Background: an optimization exercise with open tools, aiming at small area and a short achievable clock period. Do not read the settings as production practice. RTL that was checked went through simulation tests only; none was proved equivalent to the original. No functional check of the RTL was part of runs 2 and 3.

$ cat design/flow/config.mk
export PLATFORM = sky130hd
export DESIGN_NAME = fpa
export DESIGN_NICKNAME = fpa
export VERILOG_FILES = /design/flow/design.v
export SDC_FILE = /design/flow/constraint.sdc
export NUM_CORES = 4
export LEC_CHECK = 0
export CAP_MARGIN = 20
export CORE_MARGIN = 2
export CORE_UTILIZATION = 40
export SLEW_MARGIN = 20
$ cat design/flow/design.v
module cla4(
  input  wire [3:0] a,b,
  input  wire       cin,
  output wire [3:0] sum,
  output wire       cout,
  output wire       P, G
);
  wire [3:0] p = a ^ b;
  wire [3:0] g = a & b;
  wire c1 = g[0] | (p[0] & cin);
  wire c2 = g[1] | (p[1] & g[0]) | (p[1] & p[0] & cin);
  wire c3 = g[2] | (p[2] & g[1]) | (p[2] & p[1] & g[0]) | (p[2] & p[1] & p[0] & cin);
  wire c4 = g[3] | (p[3] & g[2]) | (p[3] & p[2] & g[1])
                  | (p[3] & p[2] & p[1] & g[0]) | (p[3] & p[2] & p[1] & p[0] & cin);
  assign sum  = { p[3]^c3, p[2]^c2, p[1]^c1, p[0]^cin };
  assign cout = c4;
  assign P = &p;
  assign G = g[3] | (p[3]&g[2]) | (p[3]&p[2]&g[1]) | (p[3]&p[2]&p[1]&g[0]);
endmodule
module cla2(
  input  wire [1:0] a,b,
  input  wire       cin,
  output wire [1:0] sum,
  output wire       cout,
  output wire       P, G
);
  wire [1:0] p = a ^ b;
  wire [1:0] g = a & b;
  wire c1 = g[0] | (p[0] & cin);
  wire c2 = g[1] | (p[1] & g[0]) | (p[1] & p[0] & cin);
  assign sum  = { p[1]^c1, p[0]^cin };
  assign cout = c2;
  assign P = &p;
  assign G = g[1] | (p[1]&g[0]);
endmodule
module cla14(
  input  wire [13:0] a,b,
  input  wire        cin,
  output wire [13:0] sum,
  output wire        cout
);
  wire [3:0] s0; wire c4;  wire P0,G0;
  cla4 u0 (.a(a[3:0]),   .b(b[3:0]),   .cin(cin), .sum(s0), .cout(), .P(P0), .G(G0));
  assign c4 = G0 | (P0 & cin);
  wire [3:0] s1; wire c8;  wire P1,G1;
  cla4 u1 (.a(a[7:4]),   .b(b[7:4]),   .cin(c4),  .sum(s1), .cout(), .P(P1), .G(G1));
  assign c8 = G1 | (P1 & c4);
  wire [3:0] s2; wire c12; wire P2,G2;
  cla4 u2 (.a(a[11:8]),  .b(b[11:8]),  .cin(c8),  .sum(s2), .cout(), .P(P2), .G(G2));
  assign c12 = G2 | (P2 & c8);
  wire [1:0] s3; wire c14; wire P3,G3;
  cla2 u3 (.a(a[13:12]), .b(b[13:12]), .cin(c12), .sum(s3), .cout(c14), .P(P3), .G(G3));
  assign sum  = { s3, s2, s1, s0 };
  assign cout = c14;
endmodule
module fpa(
  input  wire        clk,
  input  wire        reset,
  input  wire [11:0] A,
  input  wire [11:0] B,
  input  wire [11:0] C,
  input  wire [11:0] D,
  input  wire        pushin,
  output reg         pushout,
  output reg  [11:0] Z
);
  reg [11:0] stage1_A, stage1_B, stage1_C, stage1_D;
  reg        stage1_valid;
  always @(posedge clk) begin
    if (reset) begin
      stage1_valid <= 1'b0;
      stage1_A <= 12'b0; stage1_B <= 12'b0;
      stage1_C <= 12'b0; stage1_D <= 12'b0;
    end else begin
      stage1_valid <= pushin;
      stage1_A <= A; stage1_B <= B;
      stage1_C <= C; stage1_D <= D;
    end
  end
  wire [4:0] exp_A = stage1_A[10:6];
  wire [4:0] exp_B = stage1_B[10:6];
  wire [4:0] exp_C = stage1_C[10:6];
  wire [4:0] exp_D = stage1_D[10:6];
  wire [4:0] max_AB  = (exp_A >= exp_B) ? exp_A : exp_B;
  wire [4:0] max_CD  = (exp_C >= exp_D) ? exp_C : exp_D;
  wire [4:0] max_exp = (max_AB >= max_CD) ? max_AB : max_CD;
  wire       A_sign = stage1_A[11];
  wire [5:0] A_frac = stage1_A[5:0];
  wire       B_sign = stage1_B[11];
  wire [5:0] B_frac = stage1_B[5:0];
  wire       C_sign = stage1_C[11];
  wire [5:0] C_frac = stage1_C[5:0];
  wire       D_sign = stage1_D[11];
  wire [5:0] D_frac = stage1_D[5:0];
  wire [4:0] A_sh = (exp_A == 5'd0) ? 5'd31 :
                    (exp_A > max_exp) ? 5'd0 : (max_exp - exp_A);
  wire [4:0] B_sh = (exp_B == 5'd0) ? 5'd31 :
                    (exp_B > max_exp) ? 5'd0 : (max_exp - exp_B);
  wire [4:0] C_sh = (exp_C == 5'd0) ? 5'd31 :
                    (exp_C > max_exp) ? 5'd0 : (max_exp - exp_C);
  wire [4:0] D_sh = (exp_D == 5'd0) ? 5'd31 :
                    (exp_D > max_exp) ? 5'd0 : (max_exp - exp_D);
  wire [13:0] A_mag14 = {3'b000, 1'b1, A_frac, 3'b000, 1'b0};
  wire [13:0] B_mag14 = {3'b000, 1'b1, B_frac, 3'b000, 1'b0};
  wire [13:0] C_mag14 = {3'b000, 1'b1, C_frac, 3'b000, 1'b0};
  wire [13:0] D_mag14 = {3'b000, 1'b1, D_frac, 3'b000, 1'b0};
  reg        stage2_A_sign, stage2_B_sign, stage2_C_sign, stage2_D_sign;
  reg [4:0]  stage2_A_sh,   stage2_B_sh,   stage2_C_sh,   stage2_D_sh;
  reg [13:0] stage2_A_mag,  stage2_B_mag,  stage2_C_mag,  stage2_D_mag;
  reg [4:0]  stage2_max_exp;
  reg        stage2_valid;
  always @(posedge clk) begin
    if (reset) begin
      stage2_valid   <= 1'b0;
      stage2_max_exp <= 5'd0;
      stage2_A_sign <= 1'b0; stage2_B_sign <= 1'b0;
      stage2_C_sign <= 1'b0; stage2_D_sign <= 1'b0;
      stage2_A_sh   <= 5'd0; stage2_B_sh   <= 5'd0;
      stage2_C_sh   <= 5'd0; stage2_D_sh   <= 5'd0;
      stage2_A_mag  <= 14'd0; stage2_B_mag <= 14'd0;
      stage2_C_mag  <= 14'd0; stage2_D_mag <= 14'd0;
    end else begin
      stage2_valid   <= stage1_valid;
      stage2_max_exp <= max_exp;
      stage2_A_sign <= A_sign;
      stage2_B_sign <= B_sign;
      stage2_C_sign <= C_sign;
      stage2_D_sign <= D_sign;
      stage2_A_sh   <= A_sh;
      stage2_B_sh   <= B_sh;
      stage2_C_sh   <= C_sh;
      stage2_D_sh   <= D_sh;
      stage2_A_mag  <= A_mag14;
      stage2_B_mag  <= B_mag14;
      stage2_C_mag  <= C_mag14;
      stage2_D_mag  <= D_mag14;
    end
  end
  function automatic [14:0] do_align_from_pre;
    input        sign_in;
    input [4:0]  sh_in;
    input [13:0] mag_in;
    logic        sticky_local;
    logic [13:0] tmag14, sticky_mask;
    logic signed [13:0] shv_keep14;
    begin
      if (sh_in == 5'd31) begin
        do_align_from_pre = 15'd0;
      end else begin
        if (sh_in == 0) begin
          sticky_local = 1'b0;
        end else if (sh_in >= 14) begin
          sticky_local = |mag_in;
        end else begin
          sticky_mask  = (14'd1 << sh_in) - 14'd1;
          sticky_local = |(mag_in & sticky_mask);
        end
        if (sh_in >= 14) tmag14 = 14'd0;
        else             tmag14 = mag_in >> sh_in;
        if (sh_in >= 11) begin
          shv_keep14 = 14'sd0;
        end else begin
          shv_keep14 = sign_in ? -$signed({1'b0, tmag14})
                               :  $signed({1'b0, tmag14});
        end
        do_align_from_pre = { sticky_local, shv_keep14 };
      end
    end
  endfunction
  wire [14:0] A3 = do_align_from_pre(stage2_A_sign, stage2_A_sh, stage2_A_mag);
  wire [14:0] B3 = do_align_from_pre(stage2_B_sign, stage2_B_sh, stage2_B_mag);
  wire [14:0] C3 = do_align_from_pre(stage2_C_sign, stage2_C_sh, stage2_C_mag);
  wire [14:0] D3 = do_align_from_pre(stage2_D_sign, stage2_D_sh, stage2_D_mag);
  wire [13:0] A3_val = A3[13:0];
  wire [13:0] B3_val = B3[13:0];
  wire [13:0] C3_val = C3[13:0];
  wire [13:0] D3_val = D3[13:0];
  wire A3_stk = A3[14];
  wire B3_stk = B3[14];
  wire C3_stk = C3[14];
  wire D3_stk = D3[14];
  reg  [13:0] stage3_A_aligned, stage3_B_aligned, stage3_C_aligned, stage3_D_aligned;
  reg         stage3_valid;
  reg  [4:0]  stage3_max_exp;
  reg         stage3_sticky;
  always @(posedge clk) begin
    if (reset) begin
      stage3_valid     <= 1'b0;
      stage3_max_exp   <= 5'd0;
      stage3_A_aligned <= 14'd0; stage3_B_aligned <= 14'd0;
      stage3_C_aligned <= 14'd0; stage3_D_aligned <= 14'd0;
      stage3_sticky    <= 1'b0;
    end else begin
      stage3_valid     <= stage2_valid;
      stage3_max_exp   <= stage2_max_exp;
      stage3_A_aligned <= A3_val;
      stage3_B_aligned <= B3_val;
      stage3_C_aligned <= C3_val;
      stage3_D_aligned <= D3_val;
      stage3_sticky    <= (A3_stk | B3_stk | C3_stk | D3_stk);
    end
  end
  wire signed [17:0] A18 = {{4{stage3_A_aligned[13]}}, stage3_A_aligned};
  wire signed [17:0] B18 = {{4{stage3_B_aligned[13]}}, stage3_B_aligned};
  wire signed [17:0] C18 = {{4{stage3_C_aligned[13]}}, stage3_C_aligned};
  wire signed [17:0] D18 = {{4{stage3_D_aligned[13]}}, stage3_D_aligned};
  wire signed [17:0] sAB18 = A18 + B18;
  wire signed [17:0] sCD18 = C18 + D18;
  reg  signed [17:0] stage4_AB, stage4_CD;
  reg         [4:0]  stage4_max_exp;
  reg                stage4_valid;
  reg                stage4_sticky;
  always @(posedge clk) begin
    if (reset) begin
      stage4_valid   <= 1'b0;
      stage4_AB      <= 18'd0;
      stage4_CD      <= 18'd0;
      stage4_max_exp <= 5'd0;
      stage4_sticky  <= 1'b0;
    end else begin
      stage4_valid   <= stage3_valid;
      stage4_AB      <= sAB18;
      stage4_CD      <= sCD18;
      stage4_max_exp <= stage3_max_exp;
      stage4_sticky  <= stage3_sticky;
    end
  end
  wire signed [17:0] final18 = stage4_AB + stage4_CD;
  reg  signed [17:0] stage5_sum18;
  reg         [4:0]  stage5_max_exp;
  reg                stage5_valid;
  reg                stage5_sticky;
  always @(posedge clk) begin
    if (reset) begin
      stage5_valid   <= 1'b0;
      stage5_sum18   <= 18'd0;
      stage5_max_exp <= 5'd0;
      stage5_sticky  <= 1'b0;
    end else begin
      stage5_valid   <= stage4_valid;
      stage5_sum18   <= final18;
      stage5_max_exp <= stage4_max_exp;
      stage5_sticky  <= stage4_sticky;
    end
  end
  function automatic [4:0] lead1_17; input [16:0] v;
    begin
      if (v[16]) lead1_17=5'd16; else if (v[15]) lead1_17=5'd15; else if (v[14]) lead1_17=5'd14;
      else if (v[13]) lead1_17=5'd13; else if (v[12]) lead1_17=5'd12; else if (v[11]) lead1_17=5'd11;
      else if (v[10]) lead1_17=5'd10; else if (v[9])  lead1_17=5'd9;  else if (v[8])  lead1_17=5'd8;
      else if (v[7])  lead1_17=5'd7;  else if (v[6])  lead1_17=5'd6;  else if (v[5])  lead1_17=5'd5;
      else if (v[4])  lead1_17=5'd4;  else if (v[3])  lead1_17=5'd3;  else if (v[2])  lead1_17=5'd2;
      else if (v[1])  lead1_17=5'd1;  else if (v[0])  lead1_17=5'd0;  else lead1_17=5'd17;
    end
  endfunction
  reg         stage6a_sign;
  reg [16:0]  stage6a_mag17;
  reg [4:0]   stage6a_max_exp;
  reg         stage6a_sticky;
  reg         stage6a_valid;
  always @(posedge clk) begin
    if (reset) begin
      stage6a_valid <= 1'b0;
      stage6a_sign <= 1'b0;
      stage6a_mag17 <= 17'd0;
      stage6a_max_exp <= 5'd0;
      stage6a_sticky <= 1'b0;
    end else begin
      stage6a_valid <= stage5_valid;
      stage6a_sign  <= stage5_sum18[17];
      stage6a_max_exp <= stage5_max_exp;
      stage6a_sticky <= stage5_sticky;
      stage6a_mag17 <= stage5_sum18[17] ? (~stage5_sum18[16:0] + 17'd1) 
                                        : stage5_sum18[16:0];
    end
  end
  function automatic [11:0] normalize_from_abs;
    input        sign;
    input [16:0] mag17;
    input [4:0]  max_exp;
    input        sticky_in;
    logic [4:0]  lead_one_pos;
    logic signed [6:0] exp_adjust, new_exp_calc;
    logic [4:0]  new_exp;
    logic [5:0]  new_frac;
    integer s, ls;
    logic [16:0] m, t, mask;
    logic drop_or;
    logic G,R,S;
    begin
      if (mag17 == 17'b0) begin
        normalize_from_abs = 12'b0;
      end else begin
        lead_one_pos = lead1_17(mag17);
        exp_adjust   = $signed({2'b00, lead_one_pos}) - 7'd10;
        new_exp_calc = $signed({2'b00, max_exp}) + exp_adjust;
        m = mag17;
        s = lead_one_pos - 10;
        if (s >= 0) begin
          if (s >= 17) begin
            t = 17'b0; drop_or = |m;
          end else begin
            t = m >> s;
            mask    = (s==0) ? 17'b0 : ((17'h1<<s) - 17'h1);
            drop_or = (s==0) ? 1'b0  : |(m & mask);
          end
          new_frac = t[9:4];
          G = t[3]; R = t[2]; S = t[1] | drop_or | sticky_in;
        end else begin
          ls = -s;
          t  = (ls >= 17) ? 17'b0 : (m << ls);
          new_frac = t[9:4];
          G = 1'b0; R = 1'b0; S = sticky_in;
        end
        if (new_exp_calc < 7'd2 || new_exp_calc[6]) begin
          normalize_from_abs = 12'b0;
        end else if (new_exp_calc > 7'd30) begin
          normalize_from_abs = {sign, 5'b11110, 6'b110000};
        end else begin
          new_exp = new_exp_calc[4:0];
          if (new_exp == 5'b11110 && new_frac > 6'b110000) begin
            normalize_from_abs = {sign, 5'b11110, 6'b110000};
          end else begin
            normalize_from_abs = {sign, new_exp, new_frac};
          end
        end
      end
    end
  endfunction
  reg [11:0] stage6b_result;
  reg        stage6b_valid;
  always @(posedge clk) begin
    if (reset) begin
      stage6b_valid  <= 1'b0;
      stage6b_result <= 12'b0;
    end else begin
      stage6b_valid  <= stage6a_valid;
      stage6b_result <= stage6a_valid
                       ? normalize_from_abs(stage6a_sign, stage6a_mag17, 
                                           stage6a_max_exp, stage6a_sticky)
                       : 12'b0;
    end
  end
  always @(posedge clk) begin
    if (reset) begin
      pushout <= 1'b0;
      Z       <= 12'b0;
    end else begin
      pushout <= stage6b_valid;
      Z       <= stage6b_result;
    end
  end
endmodule
$ cat design/flow/constraint.sdc
create_clock -name core_clock -period 5.0 [get_ports {clk}]
set_input_delay 1.0000 -clock core_clock [delete_from_list [all_inputs] [get_ports {clk}]]
set_output_delay 1.0000 -clock core_clock [all_outputs]
set_load 0.01 [all_outputs]
$ cat design/flow/run.sh
#!/bin/bash
# synth_recipe.tcl (not shown) runs the flow's synth.tcl, then flattens the netlist and writes it again
# the make line also repeats each setting of config.mk as NAME=value (left out here)
make -C /OpenROAD-flow-scripts/flow DESIGN_CONFIG=/design/flow/config.mk WORK_HOME=/design/flow/orfs CLKGATE_MAP_FILE= SYNTH_SCRIPT=/design/flow/synth_recipe.tcl finish
==> flow_summary.ini, run 1 <==
[floorplan]
die-area_um2 = 38650
die-width_um = 196.6
row_count = 70
initial_core_util_pct = 40.53
core-area_um2 = 36610
boundaryPins = 64
die_h_um = 196.6

[route]
route.vias.total = 11750
postRouteWirelength_mm = 32.92
avgRoutedWirePerCell_um = 14.72
drcViolationCount = 0
dr.pass1.iters = 5
drt_first_iter_violations = 645
via_density = 5.250
antenna_left = 0

[run_status]
run_status = no timing/DRC/antenna violations

[place]
place_congestion = 0.9115
place_hpwl_mm = 24.80
input_output_buffers = 63

[timing]
finalHoldViolCount = 0
totalNegativeSetupSlack_ns = 0
final_max_slew_viol_count = 0
clock.fmax_mhz = 214.7
final.min_clock_period_ns = 4.657
max_slew_margin_pct = 35.18
final_period_utilization_pct = 93.13
setup_viol = 0
finClkSkew_ns = 0.008241
max_slew.worst_pin.slew_ns = 0.9478

[layout]
layout_common_cells = 275 x sky130_fd_sc_hd__dfxtp_1, 177 x sky130_fd_sc_hd__nor2_1, 156 x sky130_fd_sc_hd__nor2b_1
syn_to_final_growth_pct = 16.35
layout.cells.most_common = sky130_fd_sc_hd__dfxtp_1
fin_nets = 1906
diodes_inserted = 0
layout-drive-gt1-share_pct = 10.12
post-route-util_pct = 47.15

[job]
timing.max_cap.violations = 0

[logic_synthesis]
synth-seq-area-share_pct = 37.24
yosysWarningCount = 1
post_synth_arst_share_pct = 0
synth_seq_cells = 276
avgSynthCellArea_um2 = 8.852
dominantRegCellSynth = sky130_fd_sc_hd__dfxtp_1
syn_area_um2 = 14840
synthesis.nets = 1835
synth.distinct_cells = 79
syn-instance-count = 1676
edff_count_synth = 0

[cts]
htree_levels = 1
cts_tree = built
cts_sinks = 276
cts_made_buffers = 29
worst_setup_hold_path_clk_slew_ns = 0.06
cts.path.max_buffers = 3
clockRootBuffer = sky130_fd_sc_hd__clkbuf_16
clk-insertion-delay-late_ns = 0.55

[grt]
grt_max_degree = 89
grt_pass1_wl_mm = 55.61
antenna_violations_before_repair = 0
first_global_vias = 11460
globalRouteOverflowTotal = 0
global_route_usage_over_all_layers_pct = 17.26

[worst_setup_path]
critPathArrivalTime_ns = 5.06
setup_slack_reg_to_reg_ns = 0.34
endpoint_kind = flop
path_max_fanout = 5
cp_required_ns = 5.41
kind_of_start_point_of_the_critical_path = flop
worstSetupPathType = flop to flop

[min_path]
worst_min_delay_path_category = flop to flop
## stage by stage
step	setup WS, ns	instances	instance area [um^2]	hold WS, ns
2_1_floorplan	0.03395	1676	14840	0.3936
3_3_place_gp	0.2574	2184	16170	0.4160
3_5_place_dp	0.1314	2184	16170	0.4231
4_1_cts	0.1116	2237	17220	0.4352
5_1_grt	-0.007995	2237	17260	0.4465
6_report	0.3433	2237	17260	0.4292
## cell usage after synthesis (7+ instances only)
cell type | instances | area share, %
sky130_fd_sc_hd__a211oi_1 | 17 | 0.86
sky130_fd_sc_hd__a21boi_0 | 7 | 0.35
sky130_fd_sc_hd__a21o_1 | 40 | 2.0
sky130_fd_sc_hd__a21oi_1 | 91 | 3.1
sky130_fd_sc_hd__a31oi_1 | 18 | 0.76
sky130_fd_sc_hd__and2_1 | 9 | 0.38
sky130_fd_sc_hd__and3_1 | 10 | 0.42
sky130_fd_sc_hd__buf_2 | 13 | 0.44
sky130_fd_sc_hd__clkbuf_1 | 58 | 1.5
sky130_fd_sc_hd__dfxtp_1 | 276 | 37
sky130_fd_sc_hd__fa_1 | 8 | 1.1
sky130_fd_sc_hd__ha_1 | 100 | 8.4
sky130_fd_sc_hd__inv_1 | 86 | 2.2
sky130_fd_sc_hd__mux2_2 | 16 | 1.2
sky130_fd_sc_hd__mux2i_1 | 42 | 2.8
sky130_fd_sc_hd__mux4_2 | 16 | 2.4
sky130_fd_sc_hd__nand2_1 | 78 | 2.0
sky130_fd_sc_hd__nand2b_1 | 30 | 1.3
sky130_fd_sc_hd__nand3_1 | 29 | 0.98
sky130_fd_sc_hd__nand4_1 | 14 | 0.59
sky130_fd_sc_hd__nor2_1 | 178 | 4.5
sky130_fd_sc_hd__nor2b_1 | 156 | 6.6
sky130_fd_sc_hd__nor3_1 | 41 | 1.4
sky130_fd_sc_hd__nor4_1 | 10 | 0.42
sky130_fd_sc_hd__o211ai_1 | 7 | 0.35
sky130_fd_sc_hd__o21a_1 | 10 | 0.51
sky130_fd_sc_hd__o21ai_0 | 57 | 1.9
sky130_fd_sc_hd__o31ai_1 | 12 | 0.61
sky130_fd_sc_hd__o41ai_1 | 7 | 0.41
sky130_fd_sc_hd__or2_2 | 14 | 0.59
sky130_fd_sc_hd__or3_1 | 14 | 0.59
sky130_fd_sc_hd__or4_1 | 7 | 0.35
sky130_fd_sc_hd__xnor2_1 | 44 | 2.6
sky130_fd_sc_hd__xor2_1 | 48 | 2.8
## worst paths after layout
kind                from               to  depth (start not counted)
min          stage1_A[3]  stage2_A_mag[7]                          1
max reg2reg  stage1_C[6]   stage2_A_sh[4]                         25
max          stage1_C[6]   stage2_A_sh[4]                         25
min reg2reg  stage1_A[3]  stage2_A_mag[7]                          1
## worst max-delay path, stage by stage, from the launching register on
cell and delay [ns]:
sky130_fd_sc_hd__dfxtp_2 0.35, sky130_fd_sc_hd__inv_1 0.06, sky130_fd_sc_hd__ha_1 0.28, sky130_fd_sc_hd__nand2b_1 0.14, sky130_fd_sc_hd__a21o_1 0.17, sky130_fd_sc_hd__a21o_1 0.17
sky130_fd_sc_hd__a21o_1 0.17, sky130_fd_sc_hd__a21o_1 0.20, sky130_fd_sc_hd__mux2i_2 0.21, sky130_fd_sc_hd__inv_1 0.07, sky130_fd_sc_hd__ha_1 0.28, sky130_fd_sc_hd__nand2b_1 0.14
sky130_fd_sc_hd__a21oi_1 0.14, sky130_fd_sc_hd__nor2b_1 0.06, sky130_fd_sc_hd__o21ai_1 0.12, sky130_fd_sc_hd__nand2b_1 0.09, sky130_fd_sc_hd__a21oi_2 0.19, sky130_fd_sc_hd__mux2_2 0.46
sky130_fd_sc_hd__ha_1 0.25, sky130_fd_sc_hd__fa_1 0.40, sky130_fd_sc_hd__inv_1 0.07, sky130_fd_sc_hd__a21o_1 0.11, sky130_fd_sc_hd__a21oi_1 0.08, sky130_fd_sc_hd__xnor2_1 0.13
sky130_fd_sc_hd__a21oi_1 0.15, sky130_fd_sc_hd__nor2_1 0.05
## registers in the layout, indices dropped and copies added, names as in the netlist, 6 cells and up
name              cells
stage1_D             12
stage2_D_mag          6
stage1_A             12
stage6a_mag17        17
stage3_C_aligned     14
Z                    12
stage5_sum18         18
stage4_CD            15
stage2_C_mag          6
stage3_B_aligned     14
stage1_B             12
stage1_C             12
stage3_D_aligned     14
stage6b_result       12
stage2_B_mag          6
stage3_A_aligned     14
stage2_A_mag          7
stage4_AB            15
## logic make-up (layout without fill, tap and decap cells)
kind of cell / after synthesis / after routing / share of synthesized area [%]
adders and majority gates: 108 / 108 / 9.513
buffers and inverters: 166 / 259 / 4.360
AOI/OAI and AO/OA: 343 / 343 / 15.35
muxes: 74 / 74 / 6.477
xor gates and xnor gates: 92 / 92 / 5.431
DFF: 276 / 276 / 37.24
and+or+nand+nor: 617 / 617 / 21.63
## final cells by class
class	count	area (um^2)
repair buffers	118	1061
fillers	3512	19350
flip-flops and latches	276	5527
multi-input cells	1234	8706
well taps	468	585.6
clock buffers	33	770.7
clock inverters	20	282.8
inverters	88	330.3
## what timing repair did
item	4_1_cts	5_1_grt
buffers inserted	0	0
setup endpoints to repair	0	25
hold buffers	0	0
gates resized for setup	0	14
## routing by layer
metal	global-route usage, %	vias up	routed length, um
li1	-	6013	-
met3	2.173	63	1402
met4	5.904	0	887
met1	22.25	5405	15120
met2	29.88	264	15510
met5	0	-	0
==> run 2, diff against run 1 <==
==> design/flow/design.v (replaced) <==
module fpa(
  input  wire        clk,
  input  wire        reset,
  input  wire [11:0] A,
  input  wire [11:0] B,
  input  wire [11:0] C,
  input  wire [11:0] D,
  input  wire        pushin,
  output reg         pushout,
  output reg  [11:0] Z
);
  localparam CUT_ALIGN = 1;    
  localparam CUT_SUM   = 1;    
  wire [4:0] eA = A[10:6], eB = B[10:6], eC = C[10:6], eD = D[10:6];
  wire [4:0] mAB = (eA >= eB) ? eA : eB;
  wire [4:0] mCD = (eC >= eD) ? eC : eD;
  wire [4:0] mx  = (mAB >= mCD) ? mAB : mCD;
  function automatic [10:0] align(input [11:0] x, input [4:0] m);
    reg [4:0] sh;
    reg [10:0] v;
    begin
      sh = m - x[10:6];
      v  = (|x[10:6]) ? {1'b1, x[5:0], 4'b0000} : 11'd0;
      align = sh[4] ? 11'd0 : (v >> sh[3:0]);
    end
  endfunction
  wire [10:0] tA = align(A, mx), tB = align(B, mx), tC = align(C, mx), tD = align(D, mx);
  wire [3:0]  sg = {A[11], B[11], C[11], D[11]};
  reg  [10:0] tA_r, tB_r, tC_r, tD_r;
  reg  [3:0]  sg_r;
  reg  [4:0]  mx_r;
  reg         v1;
  generate if (CUT_ALIGN) begin : g_c1
    always @(posedge clk) begin
      tA_r <= tA; tB_r <= tB; tC_r <= tC; tD_r <= tD; sg_r <= sg; mx_r <= mx;
    end
    always @(posedge clk) v1 <= reset ? 1'b0 : pushin;
  end else begin : g_n1
    always @* begin
      tA_r = tA; tB_r = tB; tC_r = tC; tD_r = tD; sg_r = sg; mx_r = mx;
      v1 = pushin;
    end
  end endgenerate
  wire [10:0] xA = tA_r ^ {11{sg_r[3]}};
  wire [10:0] xB = tB_r ^ {11{sg_r[2]}};
  wire [10:0] xC = tC_r ^ {11{sg_r[1]}};
  wire [10:0] xD = tD_r ^ {11{sg_r[0]}};
  wire [2:0]  ns = sg_r[3] + sg_r[2] + sg_r[1] + sg_r[0];
  wire [2:0]  nn = 3'd0 - ns;
  wire [13:0] S  = xA + xB + xC + xD + sg_r[3] + sg_r[2] + sg_r[1] + sg_r[0] + {nn, 11'd0};
  reg  [13:0] S_r;
  reg  [4:0]  mx2_r;
  reg         v2;
  generate if (CUT_SUM) begin : g_c2
    always @(posedge clk) begin
      S_r <= S; mx2_r <= mx_r;
    end
    always @(posedge clk) v2 <= reset ? 1'b0 : v1;
  end else begin : g_n2
    always @* begin
      S_r = S; mx2_r = mx_r; v2 = v1;
    end
  end endgenerate
  wire        sgn = S_r[13];
  wire [12:0] M   = sgn ? (13'd0 - S_r[12:0]) : S_r[12:0];
  wire        d3 = ~|M[12:5];
  wire [12:0] M1 = d3 ? {M[4:0], 8'd0} : M;
  wire        d2 = ~|M1[12:9];
  wire [12:0] M2 = d2 ? {M1[8:0], 4'd0} : M1;
  wire        d1 = ~|M2[12:11];
  wire [12:0] M3 = d1 ? {M2[10:0], 2'd0} : M2;
  wire        d0 = ~M3[12];
  wire [12:0] M4 = d0 ? {M3[11:0], 1'b0} : M3;
  wire [3:0]  lz = {d3, d2, d1, d0};
  wire [5:0]  fr = M4[11:6];
  wire        nz = M4[12];
  wire signed [6:0] E = $signed({2'b00, mx2_r}) - $signed({3'b000, lz});
  wire [4:0] ef = E[4:0] + 5'd2;
  wire zero = ~nz | E[6];
  wire sat  = (E > 7'sd28) | ((E == 7'sd28) & fr[5] & fr[4] & (|fr[3:0]));
  wire [11:0] res = zero ? 12'h000 : sat ? {sgn, 5'b11110, 6'b110000} : {sgn, ef, fr};
  always @(posedge clk) begin
    Z <= res;
    pushout <= reset ? 1'b0 : v2;
  end
endmodule
==> run 2 against run 1 <==
  * Clock skew down 0.00052 ns
  * Design area decreased by 39%
  * Synthesized cell count is 49% lower
  * Die area fell by 49%
  * Flip-flop and latch count down 189
  * Highest routed layer unchanged
  * Global-route usage increased by 2.3 points
  * Cell count shrank 42%
  * Hold slack got worse by 0.11 ns
  * Now fails the layout checks on negative setup slack
==> flow_summary.ini, run 2 <==
[cts]
cts.path.max_buffers = 2
cts_sinks = 87
clk-insertion-delay-late_ns = 0.34
htree_levels = 3
worst_setup_hold_path_clk_slew_ns = 0.07
cts_made_buffers = 9
cts_tree = built
clockRootBuffer = sky130_fd_sc_hd__clkbuf_16

[floorplan]
core-area_um2 = 18020
initial_core_util_pct = 40.89
die-area_um2 = 19530
boundaryPins = 64
die_h_um = 139.7
die-width_um = 139.7
row_count = 49

[layout]
largest_register_ff_count = 14
layout_common_cells = 146 x sky130_fd_sc_hd__buf_4, 87 x sky130_fd_sc_hd__dfxtp_1, 67 x sky130_fd_sc_hd__nor2_1
fin_nets = 1199
biggestRegsByFlops = S_r: 14 flops, Z: 12 flops
diodes_inserted = 0
layout.cells.most_common = sky130_fd_sc_hd__buf_4
syn_to_final_growth_pct = 41.81
post-route-util_pct = 57.99
registers.top_by_ff_count = S_r
layout-drive-gt1-share_pct = 30.22

[worst_setup_path]
timing.critical_path.slowest_cell_delay_ns = 0.54
endpoint_kind = flop
critPathArrivalTime_ns = 5.55
kind_of_start_point_of_the_critical_path = input port
cp_required_ns = 5.26
path_max_fanout = 4
worst-r2r-cell-count = 20
critical_path.slowest_cell = sky130_fd_sc_hd__fa_2
worstSetupPathType = input port to flop

[route]
route.vias.total = 6662
drt_first_iter_violations = 271
dr.pass1.iters = 4
postRouteWirelength_mm = 19.57
avgRoutedWirePerCell_um = 15.19
via_density = 5.172
drcViolationCount = 0
antenna_left = 0

[logic_synthesis]
synthesis.nets = 1001
dominantRegCellSynth = sky130_fd_sc_hd__dfxtp_1
most_used_standard_cell_by_instance_count_after_synthesis = sky130_fd_sc_hd__dfxtp_1
yosysWarningCount = 1
post_synth_arst_share_pct = 0
yosysTopAreaCellShare_pct = 23.63
synth.distinct_cells = 76
netlist.top_cell.by_area = sky130_fd_sc_hd__dfxtp_1
edff_count_synth = 0
syn-instance-count = 856
syn_area_um2 = 7371
avgSynthCellArea_um2 = 8.611
synth.cells.most_frequent = 87 x sky130_fd_sc_hd__dfxtp_1, 70 x sky130_fd_sc_hd__nor2_1, 65 x sky130_fd_sc_hd__inv_1, 63 x sky130_fd_sc_hd__ha_1, 56 x sky130_fd_sc_hd__xor2_1
synth_seq_cells = 87
synth-seq-area-share_pct = 23.63
yosys-top-cells-area = sky130_fd_sc_hd__dfxtp_1 24%, sky130_fd_sc_hd__ha_1 11%, sky130_fd_sc_hd__fa_1 8.4%, sky130_fd_sc_hd__xor2_1 6.7%, sky130_fd_sc_hd__mux2i_1 3.9%

[place]
place_hpwl_mm = 15.00
input_output_buffers = 63
placement.setup.worst_slack_ns = -1.195
place_congestion = 0.9755

[timing]
final_period_utilization_pct = 105.8
final.min_clock_period_ns = 5.289
post_layout_worst_setup_margin_ns = -0.2886
final_max_slew_viol_count = 0
setup_viol = 33
max_slew_margin_pct = 41.57
rsz0062_at_grt = true
finClkSkew_ns = 0.007726
clock.fmax_mhz = 189.1
finalHoldViolCount = 0
max_slew.worst_pin.slew_ns = 0.8753

[min_path]
hold_path_depth = 0
worst_min_delay_path_category = flop to flop

[run_status]
run_status = complete, but fails checks
check.faults = negative setup slack

[grt]
grt_pass1_wl_mm = 31.60
first_global_vias = 6567
antenna_violations_before_repair = 0
grt_max_degree = 25
global_route_usage_over_all_layers_pct = 19.61
globalRouteOverflowTotal = 0

[job]
timing.max_cap.violations = 0
## run 2: cell count changes after synthesis, sizes merged, moves of 16 or more
cell | before | now
a21oi | 91 | 56
a21o | 40 | 14
nand2 | 78 | 38
inv | 87 | 66
mux4 | 16 | 0
dfxtp | 276 | 87
clkbuf | 58 | 23
nand2b | 30 | 13
o21ai | 63 | 28
nor2 | 179 | 70
fa | 8 | 31
nor2b | 156 | 16
ha | 100 | 63
## run 2: final timing paths
path              startpoint  endpoint  slack [ns]
setup reg to reg      S_r[0]      Z[9]        0.44
setup / recovery        C[6]   tD_r[4]       -0.29
hold reg to reg      mx_r[4]  mx2_r[4]        0.32
hold / removal       mx_r[4]  mx2_r[4]        0.32
## run 2: metal layers
metal	vias to the layer above	track usage [%]	share of wire [%]
met3	33	2.202	2.5
li1	3411	-	-
met2	126	35.58	51
met4	0	5.632	2.2
met5	-	0	0
met1	3092	24.48	44
## run 2: logic make-up after synthesis
| logic type | Yosys count | share of synthesized area [%] |
|---|---|---|
| AO/OA/AOI/OAI | 184 | 17.13 |
| XOR/XNOR | 86 | 10.32 |
| adder cells (fa/ha/maj) | 94 | 19.11 |
| buffers and inverters | 104 | 5.670 |
| flip-flops | 87 | 23.63 |
| multiplexers | 39 | 5.466 |
| AND/OR/NAND/NOR | 262 | 18.67 |
## run 2: layout make-up
class	instances	area, um^2
Clock buffer	10	239.0
Timing Repair Buffer	225	1938
Tap cell	229	286.5
Fill cell	1642	7572
Inverter	66	255.2
Multi-Input combinational cell	665	5877
Sequential cell	87	1742
Clock inverter	6	115.1
## run 2: what timing repair did
| action | CTS | global route |
|---|---|---|
| cloned | 0 | 1 |
| setup buffers | 11 | 16 |
| resized for setup | 101 | 85 |
| hold buffers | 0 | 0 |
| pin swaps | 29 | 57 |
| setup endpoints to repair | 44 | 46 |
## run 2: per-stage QoR
| step | cells | area, um^2 | hold slack (ns) | setup TNS (ns) |
|---|---|---|---|---|
| 2_1_floorplan | 856 | 7498 | 0.3096 | -6.978 |
| 3_3_place_gp | 1247 | 9236 | 0.3122 | -38.78 |
| 3_5_place_dp | 1247 | 9236 | 0.3135 | -44.38 |
| 4_1_cts | 1273 | 9916 | 0.3176 | -3.940 |
| 5_1_grt | 1288 | 10450 | 0.3243 | -15.74 |
| 6_report | 1288 | 10450 | 0.3187 | -4.592 |
## run 2: critical path, delay by kind of cell
family / cells / cell delay, ns
and+or+nand+nor: 7 / 0.71
buffers and inverters: 8 / 0.92
AOI/OAI and AO/OA: 7 / 1.04
muxes: 4 / 0.86
adders and majority gates: 3 / 1.02
==> run 3, diff against run 2 <==
--- a/design/flow/design.v
+++ b/design/flow/design.v
@@ -9,7 +9,7 @@
   output reg         pushout,
   output reg  [11:0] Z
 );
-  localparam CUT_ALIGN = 1;    
+  localparam CUT_ALIGN = 0;    
   localparam CUT_SUM   = 1;    
   wire [4:0] eA = A[10:6], eB = B[10:6], eC = C[10:6], eD = D[10:6];
   wire [4:0] mAB = (eA >= eB) ? eA : eB;
==> run 3 against run 2 <==
  * The layout still fails its checks (negative setup slack)
  * Critical path depth rose by 13
  * Wire length grew 6.9%
  * Non-clock buffer count up 118
  * Cell count up 5.3%
  * Hold slack better by 0.13 ns
  * Critical path type unchanged
  * Critical endpoint is now S_r[13]
==> flow_summary.ini, run 3 <==
[run_status]
run_status = complete, but fails checks
check.faults = negative setup slack

[layout]
layout.cells.most_common = sky130_fd_sc_hd__buf_4
registers.top_by_ff_count = S_r
layout_common_cells = 261 x sky130_fd_sc_hd__buf_4, 66 x sky130_fd_sc_hd__xnor2_1, 55 x sky130_fd_sc_hd__inv_1
layout-drive-gt1-share_pct = 41.40
biggestRegsByFlops = S_r: 14 flops, Z: 12 flops, mx2_r: 5 flops
syn_to_final_growth_pct = 57.88
post-route-util_pct = 65.23
fin_nets = 1280
largest_register_ff_count = 14
diodes_inserted = 0

[grt]
antenna_violations_before_repair = 0
grt_pass1_wl_mm = 32.73
grtUsageMet1_pct = 27.80
grt_max_degree = 14
globalRouteOverflowTotal = 0
first_global_vias = 7007
met3_usage_pct = 1.111
busiest_layer = met2
global_route_usage_over_all_layers_pct = 22.51
use_met2_pct = 41.19

[timing]
final.min_clock_period_ns = 8.782
finalHoldViolCount = 0
setup_viol = 14
post_layout_worst_setup_margin_ns = -3.782
totalNegativeSetupSlack_ns = -42.00
rsz0062_at_grt = true
finalHoldWorstSlack_ns = 0.4447
max_slew.worst_pin.slew_ns = 0.6609
clock.fmax_mhz = 113.9
max_slew_margin_pct = 55.67
final_max_slew_viol_count = 0
final_period_utilization_pct = 175.6
finClkSkew_ns = 0.006995

[logic_synthesis]
yosysTopAreaCellShare_pct = 11.17
syn-instance-count = 815
netlist.top_cell.by_area = sky130_fd_sc_hd__ha_1
yosys-top-cells-area = sky130_fd_sc_hd__ha_1 11%, sky130_fd_sc_hd__dfxtp_1 10%, sky130_fd_sc_hd__xnor2_1 9.8%, sky130_fd_sc_hd__fa_1 9.4%, sky130_fd_sc_hd__a21oi_1 4.2%
synth_seq_cells = 33
post_synth_arst_share_pct = 0
avgSynthCellArea_um2 = 8.111
syn_area_um2 = 6610
synth.distinct_cells = 98
dominantRegCellSynth = sky130_fd_sc_hd__dfxtp_1
edff_count_synth = 0
synthesis.nets = 956
yosysWarningCount = 1
most_used_standard_cell_by_instance_count_after_synthesis = sky130_fd_sc_hd__xnor2_1
synth.cells.most_frequent = 74 x sky130_fd_sc_hd__xnor2_1, 68 x sky130_fd_sc_hd__inv_1, 59 x sky130_fd_sc_hd__ha_1, 55 x sky130_fd_sc_hd__a21oi_1, 54 x sky130_fd_sc_hd__nand2_1
synth-seq-area-share_pct = 9.994

[cts]
clk-insertion-delay-late_ns = 0.28
cts.path.max_buffers = 2
cts_sinks = 33
clockRootBuffer = sky130_fd_sc_hd__clkbuf_16
cts_tree = built
htree_levels = 2
worst_setup_hold_path_clk_slew_ns = 0.05
cts_made_buffers = 5

[worst_setup_path]
critical_path.slowest_cell = sky130_fd_sc_hd__fa_1
endpoint_kind = flop
cp_required_ns = 5.21
path_max_fanout = 6
setup_slack_reg_to_reg_ns = 0.24
worstSetupPathType = input port to flop
cpMostUsedCell = sky130_fd_sc_hd__a21oi_2
timing.critical_path.slowest_cell_delay_ns = 0.51
kind_of_start_point_of_the_critical_path = input port
cp.buffers_inverters = 3
critPathArrivalTime_ns = 8.99
timing.critical_path.max_delay_family = compound AO/OA/AOI/OAI gates

[floorplan]
die-area_um2 = 17570
boundaryPins = 64
row_count = 46
initial_core_util_pct = 41.31
die-width_um = 132.6
die_h_um = 132.6
core-area_um2 = 16000

[place]
input_output_buffers = 63
place_congestion = 0.9359
placement.setup.worst_slack_ns = -4.666
place_hpwl_mm = 16.74

[route]
postRouteWirelength_mm = 20.91
drt_first_iter_violations = 392
avgRoutedWirePerCell_um = 15.42
dr.pass1.iters = 5
drcViolationCount = 0
route.vias.total = 7239
via_density = 5.338
antenna_left = 0

[job]
timing.max_cap.violations = 0

[min_path]
worst_min_delay_path_category = flop to flop
[run 3: cells by family (layout without fill, tap and decap cells)]
family / Yosys count / count (layout) / share of synthesized area (%)
flops: 33 / 33 / 9.994
simple gates: 280 / 280 / 22.75
mux: 35 / 35 / 8.064
buf+inv: 101 / 426 / 6.663
compound gates: 183 / 183 / 19.53
xor+xnor: 93 / 93 / 12.44
fa+ha+maj: 90 / 90 / 20.56
[run 3: metal layers]
| metal | share of wire (%) | vias to the layer above |
|---|---|---|
| li1 | - | 3613 |
| met1 | 42 | 3409 |
| met2 | 52 | 182 |
| met3 | 3.0 | 35 |
| met4 | 2.6 | 0 |
| met5 | 0 | - |
[run 3: metrics by stage]
step | area [um^2] | cells
2_1_floorplan | 6792 | 815
3_3_place_gp | 9389 | 1318
3_5_place_dp | 9389 | 1318
4_1_cts | 9905 | 1345
5_1_grt | 10440 | 1356
6_report | 10440 | 1356
[run 3: what timing repair did]
item                                    CTS  global route
endpoints found under the setup margin   14            21
setup buffers                            20            16
gates cloned                              0             1
pin swaps                                58            84
endpoints found under the hold margin     0             0
hold buffers                              0             0
gates resized for setup                  61           106
[run 3: final cells by class]
class                   instances  area (um^2)
fillers                      1396         5564
repair buffers                343         2820
clock buffers                   5        125.1
clock inverters                 3        65.06
inverters                      75        304.0
multi-input cells             681         6191
flip-flops and latches         33        660.6
well taps                     216        270.3
[run 3: final timing paths]
path               start  depth (start not counted)       to
setup / recovery    A[6]                         42  S_r[13]
setup reg to reg  S_r[0]                         24     Z[8]
hold / removal        v2                          1  pushout
hold reg to reg       v2                          1  pushout

==> static timing again, ports no longer ideal <==
Ports are ideal in the flow. The routed layouts listed here were re-timed in OpenROAD.
Step 1, drivers: a clkbuf_16 drives clk and a buf_2 each remaining input, both assumed.
Step 2 also shifts input and output timing later by t, the mid clock arrival at the registers, as if the neighbouring blocks saw the same clock.
Three values: ideal ports, drivers, drivers and shift; two values: the first two.
run	shift t [ns]	slack for setup (ns)	worst setup path after step 2
run 1	0.593	0.343 / 0.343 / 0.343	register to register
run 2	0.379	-0.289 / -0.292 / -0.671	input to register
run 3	0.318	-3.782 / -3.794 / -4.112	input to register
The setup slack of run 2, which loses most, moves by -0.003 ns with the drivers and by -0.382 ns with both steps.
